This design comes from an exercise in tuning for small area on the open sky130 flow, not from production work.
In this exercise RTL edits were held to simulation tests only and were not proved equivalent to the original.
No activity file was given, so power comes from the tool's default toggle rates.

maple:
==> flow/design.v <==
module FIFO #(parameter WIDTH=16,DEPTH=32)(
            input clk,rst,
            input [WIDTH-1:0]data_in,
            input wr,rd,
            output reg[WIDTH-1:0]data_out,
            output reg empty,
            output reg full
            );
localparam AW=$clog2(DEPTH);
reg [AW-1:0] idx;
reg [WIDTH-1:0] mem[DEPTH-1:0];
wire do_wr = wr & !full & !(rd & empty);
wire do_rd = rd & !empty & !(wr & full);
reg [WIDTH-1:0] rdata;
integer k;
always @* begin
  rdata = {WIDTH{1'b0}};
  for (k = 0; k < DEPTH; k = k + 1)
    rdata = rdata | (mem[k] & {WIDTH{idx == k}});
end
always @(posedge clk)
  if (do_wr) begin
    mem[0] <= data_in;
    for (k = 1; k < DEPTH; k = k + 1)
      mem[k] <= mem[k-1];
  end
always @(posedge clk or negedge rst)
begin
  if (!rst) begin
    data_out <= 0;
    idx <= {AW{1'b1}};
    empty <= 1'b1;
    full <= 1'b0;
  end else begin
    if (do_rd)
      data_out <= rdata;
    if (do_wr & !do_rd) begin
      idx <= idx + 1'b1;
      empty <= 1'b0;
      full <= (idx == DEPTH-2);
    end else if (do_rd & !do_wr) begin
      idx <= idx - 1'b1;
      full <= 1'b0;
      empty <= (idx == 0);
    end
  end
end
endmodule
Settings: LEC_CHECK=0, CAP_MARGIN=20, CORE_MARGIN=2, CORE_UTILIZATION=60, SLEW_MARGIN=20; clock period 5.0 ns.
standard.sh (not shown) runs the stock make flow with config.mk's settings and CLKGATE_MAP_FILE= SYNTH_SCRIPT=/design/flow/synth_recipe.tcl, a recipe that flattens the netlist after the stock synthesis.
==> flow/flow/run.sh <==
#!/bin/bash
# Standard ORFS flow (the standard.sh) with:
#  - an area-oriented ABC script in synthesis (flow/synth.tcl, flow/area.abc)
#  - CTS with larger sink clusters of clkbuf_8 and no dummy loads
#  - port buffers made with buf_1
D=$(pwd)
export MY_ABC_SCRIPT=$D/flow/area.abc
export CTS_ARGS="-sink_clustering_enable -repair_clock_nets -dont_use_dummy_load -buf_list {sky130_fd_sc_hd__clkbuf_8} -root_buf sky130_fd_sc_hd__clkbuf_4 -sink_clustering_size 16 -sink_clustering_max_diameter 60"
export BUFFER_PORTS_ARGS="-buffer_cell sky130_fd_sc_hd__buf_1"
bash standard.sh SYNTH_SCRIPT=$D/flow/synth.tcl finish > $D/flow.log 2>&1
==> flow/flow/area.abc <==
strash
&get -n
&fraig -x
&put
scorr
dc2
strash
&get -n
&dch -f
&nf -R 1000
&put
==> flow/flow/synth.tcl <==
# The standard flow's synthesis (synth_recipe.tcl) with the ABC script swapped for an
# area-oriented one; everything else, including dfflibmap, is unchanged.
proc synth {args} { yosys synth -nofsm -noshare {*}$args }
proc my_abc_args {a} {
  set i [lsearch -exact $a -script]
  return [lreplace $a [expr {$i+1}] [expr {$i+1}] $::env(MY_ABC_SCRIPT)]
}
set f [open $::env(SCRIPTS_DIR)/synth.tcl r]; set s [read $f]; close $f
set s [string map [list {log_cmd abc {*}$abc_args} {log_cmd abc {*}[my_abc_args $abc_args]}] $s]
set f [open $::env(OBJECTS_DIR)/synth_patched.tcl w]; puts $f $s; close $f
source $::env(OBJECTS_DIR)/synth_patched.tcl
# left out here: clear keep_hierarchy, flatten, clean up, hide names made inside functions, write 1_2_yosys.v
maple | status: complete | timing, DRC, antenna: pass
Modified inputs, willow compared to maple
Settings: a change of CORE_UTILIZATION from 60 to 40; an added CTS_CLUSTER_SIZE of 20; an added CTS_BUF_LIST of sky130_fd_sc_hd__clkbuf_8.
==> flow/run.sh (new file) <==
#!/bin/bash
# synth_recipe.tcl (not shown) runs the flow's synth.tcl, then flattens the netlist and writes it again
# the make line also repeats each setting of config.mk as NAME=value (left out here)
make -C /OpenROAD-flow-scripts/flow DESIGN_CONFIG=/design/flow/config.mk WORK_HOME=/design/flow/orfs CLKGATE_MAP_FILE= SYNTH_SCRIPT=/design/flow/synth_recipe.tcl finish
removed: flow/flow/run.sh
removed: flow/flow/area.abc
removed: flow/flow/synth.tcl
removed: flow/standard.sh
### Flow results
willow reports a higher share of synthesized area spent on multiplexers than maple does.
For routed via count, dividing the value from willow by the value from maple gives 1.10.
Of maple and willow, willow shows the higher total stage count of the critical path, with maple below it.
Here is what was changed in the inputs of ember compared with willow.
Settings: clearing CTS_BUF_LIST, which used to be sky130_fd_sc_hd__clkbuf_8; swapping 40 for 60 in CORE_UTILIZATION; clearing CTS_CLUSTER_SIZE, which used to be 20.
==> flow/flow/run.sh (new file) <==
#!/bin/bash
# Standard ORFS flow (the standard.sh) with:
#  - an area-oriented ABC script in synthesis (flow/synth.tcl, flow/area.abc)
#  - CTS with larger sink clusters of clkbuf_8 and no dummy loads
#  - port buffers made with buf_1
D=$(pwd)
export MY_ABC_SCRIPT=$D/flow/area.abc
export CTS_ARGS="-sink_clustering_enable -repair_clock_nets -dont_use_dummy_load -buf_list {sky130_fd_sc_hd__clkbuf_8} -sink_clustering_size 16 -sink_clustering_max_diameter 60"
export BUFFER_PORTS_ARGS="-buffer_cell sky130_fd_sc_hd__buf_1"
bash standard.sh SYNTH_SCRIPT=$D/flow/synth.tcl finish > $D/flow.log 2>&1
==> flow/flow/area.abc (new file) <==
strash
&get -n
&fraig -x
&put
scorr
dc2
strash
&get -n
&dch -f
&nf -R 1000
&put
==> flow/flow/synth.tcl (new file) <==
# The standard flow's synthesis (synth_recipe.tcl) with the ABC script swapped for an
# area-oriented one; everything else, including dfflibmap, is unchanged.
proc synth {args} { yosys synth -nofsm -noshare {*}$args }
proc my_abc_args {a} {
  set i [lsearch -exact $a -script]
  return [lreplace $a [expr {$i+1}] [expr {$i+1}] $::env(MY_ABC_SCRIPT)]
}
set f [open $::env(SCRIPTS_DIR)/synth.tcl r]; set s [read $f]; close $f
set s [string map [list {log_cmd abc {*}$abc_args} {log_cmd abc {*}[my_abc_args $abc_args]}] $s]
set f [open $::env(OBJECTS_DIR)/synth_patched.tcl w]; puts $f $s; close $f
source $::env(OBJECTS_DIR)/synth_patched.tcl
# left out here: clear keep_hierarchy, flatten, clean up, hide names made inside functions, write 1_2_yosys.v
==> flow/standard.sh (new file) <==
#!/bin/bash
# synth_recipe.tcl (not shown) runs the flow's synth.tcl, then flattens the netlist and writes it again
# the make line also repeats each setting of config.mk as NAME=value (left out here)
make -C /OpenROAD-flow-scripts/flow DESIGN_CONFIG=/design/flow/config.mk WORK_HOME=/design/flow/orfs CLKGATE_MAP_FILE= SYNTH_SCRIPT=/design/flow/synth_recipe.tcl "${@:-finish}"
removed: flow/run.sh
Results
In terms of register-to-register slack, ember and willow differ only marginally. Compared with willow, ember shows a count of clock buffers in the final design that is 51 lower. The final period utilization reported for ember is smaller than that of willow by 0.15 points. Cmp ember and willow / global routing met3 resource utilization / lower: willow. When ember is measured against willow, its post-synthesis instance total turns out 227 lower. Taking willow as the reference point, the wire length of ember falls by about 9%. The cell count after placement of ember falls short of that of willow by 437. Diff ember and willow: sequential element share of the synthesized area lower in willow. ember against willow: cell count of the worst hold path has remained practically unchanged; worst setup slack moved up; cell count decreased by 559 relative to the old numbers.
Changes in quartz relative to ember:
Settings: CORE_UTILIZATION now 40, was 60.
==> flow/flow/run.sh <==
#!/bin/bash
cp standard.sh out/standard.sh.txt 2>/dev/null
bash standard.sh > standard.log 2>&1
removed: flow/flow/area.abc
removed: flow/flow/synth.tcl
==> notes.md <==
quartz: done, clean on timing, DRC and antenna. Design area, ember and quartz: smaller value in ember. quartz — combinational cell fraction of total power 3.8 points higher, ember as reference. The combinational power of quartz is higher than that of ember. quartz ended up with ha_1 as its slowest library cell on the worst path; ember ended up with dfstp_2. Delta (quartz minus ember): share of the core filled with cells now smaller; worst setup slack after layout comparable.
Modified inputs, juniper compared to quartz
==> flow/flow/run.sh <==
#!/bin/bash
# Standard ORFS flow (the standard.sh) with:
#  - an area-oriented ABC script in synthesis (flow/synth.tcl, flow/area.abc)
#  - CTS with smaller clock buffers and no dummy loads
D=$(pwd)
export MY_ABC_SCRIPT=$D/flow/area.abc
export CTS_ARGS="-sink_clustering_enable -repair_clock_nets -dont_use_dummy_load -buf_list {sky130_fd_sc_hd__clkbuf_4 sky130_fd_sc_hd__clkbuf_8}"
bash standard.sh SYNTH_SCRIPT=$D/flow/synth.tcl finish > $D/flow.log 2>&1
==> flow/flow/area.abc (new file) <==
strash
&get -n
&fraig -x
&put
scorr
dc2
strash
&get -n
&dch -f
&nf -R 1000
&put
==> flow/flow/synth.tcl (new file) <==
# The standard flow's synthesis (synth_recipe.tcl) with the ABC script swapped for an
# area-oriented one; everything else, including dfflibmap, is unchanged.
proc synth {args} { yosys synth -nofsm -noshare {*}$args }
proc my_abc_args {a} {
  set i [lsearch -exact $a -script]
  return [lreplace $a [expr {$i+1}] [expr {$i+1}] $::env(MY_ABC_SCRIPT)]
}
set f [open $::env(SCRIPTS_DIR)/synth.tcl r]; set s [read $f]; close $f
set s [string map [list {log_cmd abc {*}$abc_args} {log_cmd abc {*}[my_abc_args $abc_args]}] $s]
set f [open $::env(OBJECTS_DIR)/synth_patched.tcl w]; puts $f $s; close $f
source $::env(OBJECTS_DIR)/synth_patched.tcl
# left out here: clear keep_hierarchy, flatten, clean up, hide names made inside functions, write 1_2_yosys.v
Results
Global-route wire length before repair of juniper falls short of that of quartz by a few percent. Number of nets in the layout shrinks by a little under 10% when moving from quartz to juniper. quartz has higher area growth from synthesis to final layout than juniper. Compared to quartz, juniper shows a wider setup margin. quartz → juniper: final cell count fell by 12%; multiplexer fraction of the synthesized cell area fell by 2.9 points; wire length fell by about 7%. Taking juniper over quartz, the die area ratio works out to 0.930. Row count of clock buffers in the final design: juniper higher / quartz lower. Max sequential cell area fraction in the yosys report across juniper and quartz: juniper.

[separate check: timing with driven ports]
The results above use ideal ports. As a check the final layouts listed here were re-extracted and re-timed, cells and wires unchanged.
Step 1: set_driving_cell puts a clkbuf_16 on clk and a buf_2 on each other input, an assumption about the parent block.
Step 2 adds t to the input delays and takes it off the output delays; t is the mean of the earliest and latest rising clock arrival at the registers after step 1. Input paths then give back, and output paths get back, about the clock's delay inside the block.
Slacks: ideal ports / drivers / drivers and shift; pairs: ideal ports / drivers.
| run | t, ns | setup slack, ns | hold slack, ns | worst setup path at the end | worst slew at a driven data input, ns |
|---|---|---|---|---|---|
| maple | 0.744 | 1.496 / 1.496 / 1.496 | 0.438 / 0.417 / 0.443 | register to register | 0.04 |
| willow | 0.704 | 1.495 / 1.495 / 1.495 | 0.438 / 0.438 / 0.438 | register to register | 0.05 |
| ember | 0.617 | 1.502 / 1.502 / 1.502 | 0.447 / 0.447 / 0.447 | register to register | 0.04 |
| quartz | 0.665 | 1.500 / 1.500 / 1.490 | 0.445 / 0.445 / 0.445 | input to register | 0.05 |
| juniper | 0.654 | 1.640 / 1.640 / 1.533 | 0.416 / 0.416 / 0.416 | input to register | 0.04 |
After both steps setup and hold are still met in every run listed. The setup slack of juniper, which loses most, moves by 0.000 ns with the drivers and by -0.107 ns with both steps.
